Source: an optimization exercise on an open RTL-to-GDS flow (aim: small area). Production flows keep margins and buffers that such runs may drop.
Where RTL was checked, it was by simulation tests only, not by an equivalence proof against the original.
No activity file was given, so power comes from the tool's default toggle rates.

==> run a <==
==> flow/design.v <==
module GoBang(SW, RESETN, LEDR, LEDG, HEX0, HEX1, CELL, CLOCK_50);
    input [12:0] SW;
    input RESETN;
    input CLOCK_50;
    output [6:0] HEX0, HEX1;
    output [7:0] LEDG;
    output [7:0] LEDR;
    output [1:0] CELL;
    wire clk = CLOCK_50;
    wire [3:0] x = SW[7:4];
    wire [3:0] y = SW[3:0];
    wire put = SW[12];
    localparam INITIAL = 3'd0, CHOICE = 3'd1, PUT_WAIT = 3'd2, CHECK = 3'd3, CHANGE = 3'd4;
    reg [2:0] state;
    reg put_q;
    reg col1;       
    reg record;
    reg [255:0] pa, pb;
    reg [15:0] rflag;
    reg any01;
    wire [15:0] rsel = 16'd1 << x;
    wire [15:0] csel = 16'd1 << y;
    reg [15:0] rowa, rowb;
    integer k;
    always @(*) begin
        rowa = 16'd0; rowb = 16'd0;
        for (k = 0; k < 16; k = k + 1) begin
            rowa = rowa | (pa[k*16 +: 16] & {16{rsel[k]}});
            rowb = rowb | (pb[k*16 +: 16] & {16{rsel[k]}});
        end
    end
    wire cella = |(rowa & csel);
    wire cellb = |(rowb & csel);
    wire empty = ~(cella | cellb);
    wire wr = empty & put & ~put_q;
    wire wa = wr & ~col1;
    wire wb = wr & col1;
    wire [15:0] ca = csel & {16{wa}};
    wire [15:0] cb = csel & {16{wb}};
    wire [15:0] nrowa = rowa | ca;
    wire [15:0] nrowb = rowb | cb;
    function five(input [15:0] v);
        reg [14:0] p;
        reg [12:0] q;
        begin
            p = v[14:0] & v[15:1];
            q = p[12:0] & p[14:2];
            five = |(q[11:0] & v[15:4]);
        end
    endfunction
    wire row5a = five(nrowa);
    wire row5b = five(nrowb);
    reg [15:0] c5a, c5b, va, vb;
    integer i, j;
    always @(*) begin
        for (i = 0; i < 16; i = i + 1) begin
            for (j = 0; j < 16; j = j + 1) begin
                va[j] = pa[j*16+i];
                vb[j] = pb[j*16+i];
            end
            c5a[i] = five(va);
            c5b[i] = five(vb);
        end
    end
    genvar gi, gj;
    generate
        for (gi = 0; gi < 16; gi = gi + 1) begin : row
            for (gj = 0; gj < 16; gj = gj + 1) begin : pt
                always @(posedge clk, negedge RESETN) begin
                    if (!RESETN) begin
                        pa[gi*16+gj] <= 1'b0;
                        pb[gi*16+gj] <= 1'b0;
                    end else begin
                        pa[gi*16+gj] <= pa[gi*16+gj] | (rsel[gi] & ca[gj]);
                        pb[gi*16+gj] <= pb[gi*16+gj] | (rsel[gi] & cb[gj]);
                    end
                end
            end
        end
    endgenerate
    always @(posedge clk, negedge RESETN) begin
        if (!RESETN) begin
            rflag <= 16'd0;
            any01 <= 1'b0;
        end else begin
            for (k = 0; k < 16; k = k + 1) begin
                if (rsel[k]) rflag[k] <= row5b & ~row5a;
            end
            any01 <= any01 | row5a;
        end
    end
    always @(posedge clk, negedge RESETN) begin
        if (!RESETN) begin
            state <= INITIAL;
            put_q <= 1'b1;
            col1 <= 1'b0;
        end else begin
            put_q <= put;
            case (state)
                INITIAL:  state <= CHOICE;
                CHOICE:   state <= put ? CHOICE : PUT_WAIT;
                PUT_WAIT: state <= put ? CHECK : PUT_WAIT;
                CHECK:    state <= CHANGE;
                CHANGE:   state <= CHOICE;
                default:  state <= INITIAL;
            endcase
            if (state == CHANGE && record) col1 <= ~col1;
        end
    end
    always @(posedge clk) begin
        if (state == CHOICE) record <= empty;
    end
    wire s10 = |{rflag, c5b & ~c5a};
    wire s01 = any01 | (|c5a);
    wire idle = ~s10 & ~s01;
    assign LEDR = {~s10 & s01, 1'b0, empty, 4'd0, idle & ~col1};
    assign LEDG = {idle & col1, 6'd0, s10};
    assign CELL = {cellb, cella};
    function [6:0] seg(input [3:0] d);
        case (d)
            4'h0: seg = 7'b1000000;
            4'h1: seg = 7'b1111001;
            4'h2: seg = 7'b0100100;
            4'h3: seg = 7'b0110000;
            4'h4: seg = 7'b0011001;
            4'h5: seg = 7'b0010010;
            4'h6: seg = 7'b0000010;
            4'h7: seg = 7'b1111000;
            4'h8: seg = 7'b0000000;
            4'h9: seg = 7'b0010000;
            4'hA: seg = 7'b0001000;
            4'hB: seg = 7'b0000011;
            4'hC: seg = 7'b1000110;
            4'hD: seg = 7'b0100001;
            4'hE: seg = 7'b0000110;
            default: seg = 7'b0001110;
        endcase
    endfunction
    assign HEX0 = seg(y);
    assign HEX1 = seg(x);
endmodule
==> flow/run.sh <==
#!/bin/bash
# synth_recipe.tcl (not shown) runs the flow's synth.tcl, then flattens the netlist and writes it again
# the make line also repeats each setting of config.mk as NAME=value (left out here)
make -C /OpenROAD-flow-scripts/flow DESIGN_CONFIG=/design/flow/config.mk WORK_HOME=/design/flow/orfs CLKGATE_MAP_FILE= SYNTH_SCRIPT=/design/flow/synth_recipe.tcl finish
==> flow/config.mk <==
export PLATFORM = sky130hd
export DESIGN_NAME = GoBang
export DESIGN_NICKNAME = GoBang
export VERILOG_FILES = /design/flow/design.v
export SDC_FILE = /design/flow/constraint.sdc
export NUM_CORES = 4
export LEC_CHECK = 0
export CAP_MARGIN = 10
export CORE_MARGIN = 2
export CORE_UTILIZATION = 40
export CTS_BUF_LIST = sky130_fd_sc_hd__clkbuf_8
export SLEW_MARGIN = 10
==> flow/constraint.sdc <==
create_clock -name core_clock -period 10.0 [get_ports {CLOCK_50}]
set_input_delay 2.0000 -clock core_clock [delete_from_list [all_inputs] [get_ports {CLOCK_50}]]
set_output_delay 2.0000 -clock core_clock [all_outputs]
set_load 0.01 [all_outputs]
==> run b: changes against run a <==
==> flow/design.v, changed modules only <==
module GoBang(SW, RESETN, LEDR, LEDG, HEX0, HEX1, CELL, CLOCK_50);
    input [12:0] SW;
    input RESETN;
    input CLOCK_50;
    output [6:0] HEX0, HEX1;
    output [7:0] LEDG;
    output [7:0] LEDR;
    output [1:0] CELL;
    wire clk = CLOCK_50;
    wire [3:0] x = SW[7:4];
    wire [3:0] y = SW[3:0];
    wire put = SW[12];
    localparam INITIAL = 3'd0, CHOICE = 3'd1, PUT_WAIT = 3'd2, CHECK = 3'd3, CHANGE = 3'd4;
    reg [2:0] state;
    reg put_q;
    reg col1;       
    reg record;
    reg [255:0] pa, pb;
    reg [15:0] rflag;
    reg any01;
    wire [15:0] rsel = 16'd1 << x;
    wire [15:0] csel = 16'd1 << y;
    wire [15:0] rowa, rowb;
    genvar gm, gn;
    generate
        for (gm = 0; gm < 16; gm = gm + 1) begin : rmux
            wire [15:0] da, db;
            for (gn = 0; gn < 16; gn = gn + 1) begin : c
                assign da[gn] = pa[gn*16+gm];
                assign db[gn] = pb[gn*16+gm];
            end
            Mux16 ma(.d(da), .s(rsel), .y(rowa[gm]));
            Mux16 mb(.d(db), .s(rsel), .y(rowb[gm]));
        end
    endgenerate
    wire cella, cellb;
    Mux16 mca(.d(rowa), .s(csel), .y(cella));
    Mux16 mcb(.d(rowb), .s(csel), .y(cellb));
    wire empty = ~(cella | cellb);
    wire wr = empty & put & ~put_q;
    wire wa = wr & ~col1;
    wire wb = wr & col1;
    wire [15:0] ca = csel & {16{wa}};
    wire [15:0] cb = csel & {16{wb}};
    wire [15:0] nrowa = rowa | ca;
    wire [15:0] nrowb = rowb | cb;
    wire row5a, row5b;
    Five16 fra(.v(nrowa), .f(row5a));
    Five16 frb(.v(nrowb), .f(row5b));
    wire [15:0] c5a, c5b;
    generate
        for (gm = 0; gm < 16; gm = gm + 1) begin : ccol
            wire [15:0] va, vb;
            for (gn = 0; gn < 16; gn = gn + 1) begin : c
                assign va[gn] = pa[gn*16+gm];
                assign vb[gn] = pb[gn*16+gm];
            end
            Five16 fa(.v(va), .f(c5a[gm]));
            Five16 fb(.v(vb), .f(c5b[gm]));
        end
    endgenerate
    integer k;
    genvar gi, gj;
    generate
        for (gi = 0; gi < 16; gi = gi + 1) begin : row
            for (gj = 0; gj < 16; gj = gj + 1) begin : pt
                always @(posedge clk, negedge RESETN) begin
                    if (!RESETN) begin
                        pa[gi*16+gj] <= 1'b0;
                        pb[gi*16+gj] <= 1'b0;
                    end else begin
                        pa[gi*16+gj] <= pa[gi*16+gj] | (rsel[gi] & ca[gj]);
                        pb[gi*16+gj] <= pb[gi*16+gj] | (rsel[gi] & cb[gj]);
                    end
                end
            end
        end
    endgenerate
    always @(posedge clk, negedge RESETN) begin
        if (!RESETN) begin
            rflag <= 16'd0;
            any01 <= 1'b0;
        end else begin
            for (k = 0; k < 16; k = k + 1) begin
                if (rsel[k]) rflag[k] <= row5b & ~row5a;
            end
            any01 <= any01 | row5a;
        end
    end
    always @(posedge clk, negedge RESETN) begin
        if (!RESETN) begin
            state <= INITIAL;
            put_q <= 1'b1;
            col1 <= 1'b0;
        end else begin
            put_q <= put;
            case (state)
                INITIAL:  state <= CHOICE;
                CHOICE:   state <= put ? CHOICE : PUT_WAIT;
                PUT_WAIT: state <= put ? CHECK : PUT_WAIT;
                CHECK:    state <= CHANGE;
                CHANGE:   state <= CHOICE;
                default:  state <= INITIAL;
            endcase
            if (state == CHANGE && record) col1 <= ~col1;
        end
    end
    always @(posedge clk) begin
        if (state == CHOICE) record <= empty;
    end
    wire s10 = |{rflag, c5b & ~c5a};
    wire s01 = any01 | (|c5a);
    wire idle = ~s10 & ~s01;
    assign LEDR = {~s10 & s01, 1'b0, empty, 4'd0, idle & ~col1};
    assign LEDG = {idle & col1, 6'd0, s10};
    assign CELL = {cellb, cella};
    function [6:0] seg(input [3:0] d);
        case (d)
            4'h0: seg = 7'b1000000;
            4'h1: seg = 7'b1111001;
            4'h2: seg = 7'b0100100;
            4'h3: seg = 7'b0110000;
            4'h4: seg = 7'b0011001;
            4'h5: seg = 7'b0010010;
            4'h6: seg = 7'b0000010;
            4'h7: seg = 7'b1111000;
            4'h8: seg = 7'b0000000;
            4'h9: seg = 7'b0010000;
            4'hA: seg = 7'b0001000;
            4'hB: seg = 7'b0000011;
            4'hC: seg = 7'b1000110;
            4'hD: seg = 7'b0100001;
            4'hE: seg = 7'b0000110;
            default: seg = 7'b0001110;
        endcase
    endfunction
    assign HEX0 = seg(y);
    assign HEX1 = seg(x);
endmodule
module Mux16(d, s, y);
    input [15:0] d, s;
    output y;
    wire [5:0] n;
    Aoi222 g0(.a0(d[0]), .s0(s[0]), .a1(d[1]), .s1(s[1]), .a2(d[2]), .s2(s[2]), .y(n[0]));
    Aoi222 g1(.a0(d[3]), .s0(s[3]), .a1(d[4]), .s1(s[4]), .a2(d[5]), .s2(s[5]), .y(n[1]));
    Aoi222 g2(.a0(d[6]), .s0(s[6]), .a1(d[7]), .s1(s[7]), .a2(d[8]), .s2(s[8]), .y(n[2]));
    Aoi222 g3(.a0(d[9]), .s0(s[9]), .a1(d[10]), .s1(s[10]), .a2(d[11]), .s2(s[11]), .y(n[3]));
    Aoi222 g4(.a0(d[12]), .s0(s[12]), .a1(d[13]), .s1(s[13]), .a2(d[14]), .s2(s[14]), .y(n[4]));
    Nand2 g5(.a(d[15]), .b(s[15]), .y(n[5]));
    Nand6 g6(.a(n), .y(y));
endmodule
module Aoi222(a0, s0, a1, s1, a2, s2, y);
    input a0, s0, a1, s1, a2, s2;
    output y;
    assign y = ~((a0 & s0) | (a1 & s1) | (a2 & s2));
endmodule
module Nand2(a, b, y);
    input a, b;
    output y;
    assign y = ~(a & b);
endmodule
module Nand6(a, y);
    input [5:0] a;
    output y;
    assign y = ~(&a);
endmodule
module Five16(v, f);
    input [15:0] v;
    output f;
    wire [14:0] p = v[14:0] & v[15:1];
    wire [12:0] q = p[12:0] & p[14:2];
    assign f = |(q[11:0] & v[15:4]);
endmodule
==> flow/flow/run.sh (new file) <==
#!/bin/bash
# The standard layout (standard.sh), with these changes: clock tree synthesis without dummy
# loads, plain buf_1 cells as the port buffers, and power recovery (downsizing of
# non-critical cells) after global routing.
set -euo pipefail
export CTS_ARGS="-sink_clustering_enable -repair_clock_nets -sink_clustering_size 24 -sink_clustering_max_diameter 150 -buf_list sky130_fd_sc_hd__clkbuf_16 -dont_use_dummy_load"
export BUFFER_PORTS_ARGS="-buffer_cell sky130_fd_sc_hd__buf_1"
export RECOVER_POWER=100
bash standard.sh > standard_make.log 2>&1
==> flow/standard.sh (new file) <==
#!/bin/bash
# synth_recipe.tcl (not shown) runs the flow's synth.tcl, then flattens the netlist and writes it again
# the make line also repeats each setting of config.mk as NAME=value (left out here)
make -C /OpenROAD-flow-scripts/flow DESIGN_CONFIG=/design/flow/config.mk WORK_HOME=/design/flow/orfs CLKGATE_MAP_FILE= SYNTH_SCRIPT=/design/flow/synth_recipe.tcl "${@:-finish}"
- CAP_MARGIN: 10 -> 20
- CORE_UTILIZATION: 40 -> 60
- CTS_BUF_LIST: sky130_fd_sc_hd__clkbuf_8 -> not set
- PLACE_DENSITY: not set -> 0.7
- SLEW_MARGIN: 10 -> 20
- SYNTH_HIERARCHICAL: not set -> 1
- SYNTH_MINIMUM_KEEP_SIZE: not set -> 0
removed: flow/run.sh
==> run c: changes against run a <==
==> flow/design.v, changed modules only <==
module GoBang(SW, RESETN, LEDR, LEDG, HEX0, HEX1, CELL, CLOCK_50);
    input [12:0] SW;
    input RESETN;
    input CLOCK_50;
    output [6:0] HEX0, HEX1;
    output [7:0] LEDG;
    output [7:0] LEDR;
    output [1:0] CELL;
    wire clk = CLOCK_50;
    wire [3:0] x = SW[7:4];
    wire [3:0] y = SW[3:0];
    wire put = SW[12];
    localparam INITIAL = 3'd0, CHOICE = 3'd1, PUT_WAIT = 3'd2, CHECK = 3'd3, CHANGE = 3'd4;
    reg [2:0] state;
    reg put_q;
    reg col1;       
    reg record;
    reg [255:0] pa, pb;
    reg [15:0] rflag;
    reg any01;
    wire [15:0] rsel = 16'd1 << x;
    wire [15:0] csel = 16'd1 << y;
    wire [15:0] rowa, rowb;
    genvar gm, gn;
    generate
        for (gm = 0; gm < 16; gm = gm + 1) begin : rmux
            wire [15:0] da, db;
            for (gn = 0; gn < 16; gn = gn + 1) begin : c
                assign da[gn] = pa[gn*16+gm];
                assign db[gn] = pb[gn*16+gm];
            end
            Mux16 ma(.d(da), .s(rsel), .y(rowa[gm]));
            Mux16 mb(.d(db), .s(rsel), .y(rowb[gm]));
        end
    endgenerate
    wire cella, cellb;
    Mux16 mca(.d(rowa), .s(csel), .y(cella));
    Mux16 mcb(.d(rowb), .s(csel), .y(cellb));
    wire empty = ~(cella | cellb);
    wire wr = empty & put & ~put_q;
    wire wa = wr & ~col1;
    wire wb = wr & col1;
    wire [15:0] ca = csel & {16{wa}};
    wire [15:0] cb = csel & {16{wb}};
    wire [15:0] nrowa = rowa | ca;
    wire [15:0] nrowb = rowb | cb;
    wire row5a, row5b;
    Five16 fra(.v(nrowa), .f(row5a));
    Five16 frb(.v(nrowb), .f(row5b));
    wire [15:0] c5a, c5b;
    generate
        for (gm = 0; gm < 16; gm = gm + 1) begin : ccol
            wire [15:0] va, vb;
            for (gn = 0; gn < 16; gn = gn + 1) begin : c
                assign va[gn] = pa[gn*16+gm];
                assign vb[gn] = pb[gn*16+gm];
            end
            Five16 fa(.v(va), .f(c5a[gm]));
            Five16 fb(.v(vb), .f(c5b[gm]));
        end
    endgenerate
    integer k;
    genvar gi, gj;
    generate
        for (gi = 0; gi < 16; gi = gi + 1) begin : row
            for (gj = 0; gj < 16; gj = gj + 1) begin : pt
                always @(posedge clk, negedge RESETN) begin
                    if (!RESETN) begin
                        pa[gi*16+gj] <= 1'b0;
                        pb[gi*16+gj] <= 1'b0;
                    end else begin
                        pa[gi*16+gj] <= pa[gi*16+gj] | (rsel[gi] & ca[gj]);
                        pb[gi*16+gj] <= pb[gi*16+gj] | (rsel[gi] & cb[gj]);
                    end
                end
            end
        end
    endgenerate
    always @(posedge clk, negedge RESETN) begin
        if (!RESETN) begin
            rflag <= 16'd0;
            any01 <= 1'b0;
        end else begin
            for (k = 0; k < 16; k = k + 1) begin
                if (rsel[k]) rflag[k] <= row5b & ~row5a;
            end
            any01 <= any01 | row5a;
        end
    end
    always @(posedge clk, negedge RESETN) begin
        if (!RESETN) begin
            state <= INITIAL;
            put_q <= 1'b1;
            col1 <= 1'b0;
        end else begin
            put_q <= put;
            case (state)
                INITIAL:  state <= CHOICE;
                CHOICE:   state <= put ? CHOICE : PUT_WAIT;
                PUT_WAIT: state <= put ? CHECK : PUT_WAIT;
                CHECK:    state <= CHANGE;
                CHANGE:   state <= CHOICE;
                default:  state <= INITIAL;
            endcase
            if (state == CHANGE && record) col1 <= ~col1;
        end
    end
    always @(posedge clk) begin
        if (state == CHOICE) record <= empty;
    end
    wire s10 = |{rflag, c5b & ~c5a};
    wire s01 = any01 | (|c5a);
    wire idle = ~s10 & ~s01;
    assign LEDR = {~s10 & s01, 1'b0, empty, 4'd0, idle & ~col1};
    assign LEDG = {idle & col1, 6'd0, s10};
    assign CELL = {cellb, cella};
    function [6:0] seg(input [3:0] d);
        case (d)
            4'h0: seg = 7'b1000000;
            4'h1: seg = 7'b1111001;
            4'h2: seg = 7'b0100100;
            4'h3: seg = 7'b0110000;
            4'h4: seg = 7'b0011001;
            4'h5: seg = 7'b0010010;
            4'h6: seg = 7'b0000010;
            4'h7: seg = 7'b1111000;
            4'h8: seg = 7'b0000000;
            4'h9: seg = 7'b0010000;
            4'hA: seg = 7'b0001000;
            4'hB: seg = 7'b0000011;
            4'hC: seg = 7'b1000110;
            4'hD: seg = 7'b0100001;
            4'hE: seg = 7'b0000110;
            default: seg = 7'b0001110;
        endcase
    endfunction
    assign HEX0 = seg(y);
    assign HEX1 = seg(x);
endmodule
module Mux16(d, s, y);
    input [15:0] d, s;
    output y;
    wire [5:0] n;
    Aoi222 g0(.a0(d[0]), .s0(s[0]), .a1(d[1]), .s1(s[1]), .a2(d[2]), .s2(s[2]), .y(n[0]));
    Aoi222 g1(.a0(d[3]), .s0(s[3]), .a1(d[4]), .s1(s[4]), .a2(d[5]), .s2(s[5]), .y(n[1]));
    Aoi222 g2(.a0(d[6]), .s0(s[6]), .a1(d[7]), .s1(s[7]), .a2(d[8]), .s2(s[8]), .y(n[2]));
    Aoi222 g3(.a0(d[9]), .s0(s[9]), .a1(d[10]), .s1(s[10]), .a2(d[11]), .s2(s[11]), .y(n[3]));
    Aoi222 g4(.a0(d[12]), .s0(s[12]), .a1(d[13]), .s1(s[13]), .a2(d[14]), .s2(s[14]), .y(n[4]));
    Nand2 g5(.a(d[15]), .b(s[15]), .y(n[5]));
    Nand6 g6(.a(n), .y(y));
endmodule
module Aoi222(a0, s0, a1, s1, a2, s2, y);
    input a0, s0, a1, s1, a2, s2;
    output y;
    assign y = ~((a0 & s0) | (a1 & s1) | (a2 & s2));
endmodule
module Nand2(a, b, y);
    input a, b;
    output y;
    assign y = ~(a & b);
endmodule
module Nand6(a, y);
    input [5:0] a;
    output y;
    assign y = ~(&a);
endmodule
module Five16(v, f);
    input [15:0] v;
    output f;
    wire [14:0] p = v[14:0] & v[15:1];
    wire [12:0] q = p[12:0] & p[14:2];
    assign f = |(q[11:0] & v[15:4]);
endmodule
- CAP_MARGIN: 10 -> 20
- CORE_UTILIZATION: 40 -> 60
- CTS_BUF_LIST: sky130_fd_sc_hd__clkbuf_8 -> sky130_fd_sc_hd__clkbuf_16
- CTS_CLUSTER_DIAMETER: not set -> 60
- CTS_CLUSTER_SIZE: not set -> 28
- PLACE_DENSITY: not set -> 0.7
- SLEW_MARGIN: 10 -> 20
- SYNTH_HIERARCHICAL: not set -> 1
- SYNTH_MINIMUM_KEEP_SIZE: not set -> 0
==> run d: changes against run a <==
==> flow/design.v, changed modules only <==
module GoBang(SW, RESETN, LEDR, LEDG, HEX0, HEX1, CELL, CLOCK_50);
    input [12:0] SW;
    input RESETN;
    input CLOCK_50;
    output [6:0] HEX0, HEX1;
    output [7:0] LEDG;
    output [7:0] LEDR;
    output [1:0] CELL;
    wire clk = CLOCK_50;
    wire [3:0] x = SW[7:4];
    wire [3:0] y = SW[3:0];
    wire put = SW[12];
    localparam INITIAL = 3'd0, CHOICE = 3'd1, PUT_WAIT = 3'd2, CHECK = 3'd3, CHANGE = 3'd4;
    reg [2:0] state;
    reg put_q;
    reg col1;       
    reg record;
    reg [255:0] pa, pb;
    reg [15:0] rflag, cflag;
    reg any01;
    wire [15:0] rsel = 16'd1 << x;
    wire [15:0] csel = 16'd1 << y;
    reg [15:0] rowa, rowb, cola, colb;
    integer k;
    always @(*) begin
        rowa = 16'd0; rowb = 16'd0;
        for (k = 0; k < 16; k = k + 1) begin
            rowa = rowa | (pa[k*16 +: 16] & {16{rsel[k]}});
            rowb = rowb | (pb[k*16 +: 16] & {16{rsel[k]}});
        end
        for (k = 0; k < 16; k = k + 1) begin
            cola[k] = |(pa[k*16 +: 16] & csel);
            colb[k] = |(pb[k*16 +: 16] & csel);
        end
    end
    wire cella = |(rowa & csel);
    wire cellb = |(rowb & csel);
    wire empty = ~(cella | cellb);
    wire wr = empty & put & ~put_q;
    wire wa = wr & ~col1;
    wire wb = wr & col1;
    wire [15:0] ca = csel & {16{wa}};
    wire [15:0] cb = csel & {16{wb}};
    wire [15:0] ra = rsel & {16{wa}};
    wire [15:0] rb = rsel & {16{wb}};
    wire [15:0] nrowa = rowa | ca;
    wire [15:0] nrowb = rowb | cb;
    wire [15:0] ncola = cola | ra;
    wire [15:0] ncolb = colb | rb;
    function five(input [15:0] v);
        reg [14:0] p;
        reg [12:0] q;
        begin
            p = v[14:0] & v[15:1];
            q = p[12:0] & p[14:2];
            five = |(q[11:0] & v[15:4]);
        end
    endfunction
    wire row5a = five(nrowa);
    wire row5b = five(nrowb);
    wire col5a = five(ncola);
    wire col5b = five(ncolb);
    genvar gi, gj;
    generate
        for (gi = 0; gi < 16; gi = gi + 1) begin : row
            for (gj = 0; gj < 16; gj = gj + 1) begin : pt
                always @(posedge clk, negedge RESETN) begin
                    if (!RESETN) begin
                        pa[gi*16+gj] <= 1'b0;
                        pb[gi*16+gj] <= 1'b0;
                    end else begin
                        pa[gi*16+gj] <= pa[gi*16+gj] | (rsel[gi] & ca[gj]);
                        pb[gi*16+gj] <= pb[gi*16+gj] | (rsel[gi] & cb[gj]);
                    end
                end
            end
        end
    endgenerate
    always @(posedge clk, negedge RESETN) begin
        if (!RESETN) begin
            rflag <= 16'd0;
            cflag <= 16'd0;
            any01 <= 1'b0;
        end else begin
            for (k = 0; k < 16; k = k + 1) begin
                if (rsel[k]) rflag[k] <= row5b & ~row5a;
                if (csel[k]) cflag[k] <= col5b & ~col5a;
            end
            any01 <= any01 | row5a | col5a;
        end
    end
    always @(posedge clk, negedge RESETN) begin
        if (!RESETN) begin
            state <= INITIAL;
            put_q <= 1'b1;
            col1 <= 1'b0;
        end else begin
            put_q <= put;
            case (state)
                INITIAL:  state <= CHOICE;
                CHOICE:   state <= put ? CHOICE : PUT_WAIT;
                PUT_WAIT: state <= put ? CHECK : PUT_WAIT;
                CHECK:    state <= CHANGE;
                CHANGE:   state <= CHOICE;
                default:  state <= INITIAL;
            endcase
            if (state == CHANGE && record) col1 <= ~col1;
        end
    end
    always @(posedge clk) begin
        if (state == CHOICE) record <= empty;
    end
    wire s10 = |{rflag, cflag};
    wire s01 = any01;
    wire idle = ~s10 & ~s01;
    assign LEDR = {~s10 & s01, 1'b0, empty, 4'd0, idle & ~col1};
    assign LEDG = {idle & col1, 6'd0, s10};
    assign CELL = {cellb, cella};
    function [6:0] seg(input [3:0] d);
        case (d)
            4'h0: seg = 7'b1000000;
            4'h1: seg = 7'b1111001;
            4'h2: seg = 7'b0100100;
            4'h3: seg = 7'b0110000;
            4'h4: seg = 7'b0011001;
            4'h5: seg = 7'b0010010;
            4'h6: seg = 7'b0000010;
            4'h7: seg = 7'b1111000;
            4'h8: seg = 7'b0000000;
            4'h9: seg = 7'b0010000;
            4'hA: seg = 7'b0001000;
            4'hB: seg = 7'b0000011;
            4'hC: seg = 7'b1000110;
            4'hD: seg = 7'b0100001;
            4'hE: seg = 7'b0000110;
            default: seg = 7'b0001110;
        endcase
    endfunction
    assign HEX0 = seg(y);
    assign HEX1 = seg(x);
endmodule
- CAP_MARGIN: 10 -> 20
- CTS_BUF_LIST: sky130_fd_sc_hd__clkbuf_8 -> not set
- SLEW_MARGIN: 10 -> 20
==> notes <==
Run c produced a clean layout. Run a ran to the end with no violations. Run d finished with timing, DRC and antenna clean. Run b ran to the end with violations: max-capacitance violations, max-slew violations. In run d the first-iteration DRC count is higher than in run c, by 53%. Clock-buffer cell count: run b < run c < run d < run a. The highest clock skew belongs to run b, the lowest to run d. Clock power, highest first: run d, run a, run c, run b. Worst hold slack: run c < run d < run a < run b. In run a the wire length is larger than in run b, by 40%.
==> figures <==
metric	run a	run c	run b	run d
Run status	finished clean	finished clean	finished with violations	finished clean
Reasons for failing layout checks	-	-	max-capacitance violations, max-slew violations	-
Critical path start-end classification	input port to output port	input port to output port	input port to flip-flop	input port to output port
P_seq	2330 uW	2370 uW	2370 uW	2400 uW
Count of flip-flops and latches	535	535	535	551
Post-CTS clock slew at the launch and capture registers of the worst setup and hold paths	0.06 ns	0.08 ns	0.09 ns	0.06 ns
Critical Path Stages	13	14	22	12
Critical R2R Launch	pb[159]	pa[105]	pb[110]	pa[73]
Area of the multi-input gates	0.0118 mm2	0.0105 mm2	0.0104 mm2	0.0125 mm2
Placed cell count	3251	2681	2679	3300
Met1 track utilization from global routing	43.3%	51.7%	50.3%	47.6%
Synthesized-area fraction occupied by and/or/nand/nor cells	8.14%	9.38%	9.38%	7.32%
Wire length on met2	43500 um	31500 um	33300 um	51000 um
Seq/Total Area, Yosys	51.1%	54.6%	54.6%	50.3%
Number of instances on the worst hold path	2	1	1	2
For run a, only the layout was checked, not whether the RTL still works.

static timing again, ports no longer ideal:
How much do the figures lean on ideal ports? The routed layouts below were timed once more, with nothing changed but the port constraints.
Step 1: set_driving_cell puts a clkbuf_16 on CLOCK_50 and a buf_2 on each other input, an assumption about the parent block.
Step 2 times the ports against the registers' clock, not the clock port: input delays grow and output delays shrink by t, the midpoint of the rising clock arrivals with the driver on.
Three values: ideal, step 1, step 2; two values: the first two.
run	t (ns)	setup WS [ns]	worst slew at a driven data input, ns
run a	0.761	1.067 / 1.035 / 1.035	0.11
run b	0.637	1.164 / 1.157 / 0.520	0.12
run c	0.641	1.143 / 1.102 / 0.627	0.10
run d	0.708	0.904 / 0.879 / 0.879	0.06
The setup slack of run b, which loses most, moves by -0.007 ns with the drivers and by -0.644 ns with both steps.
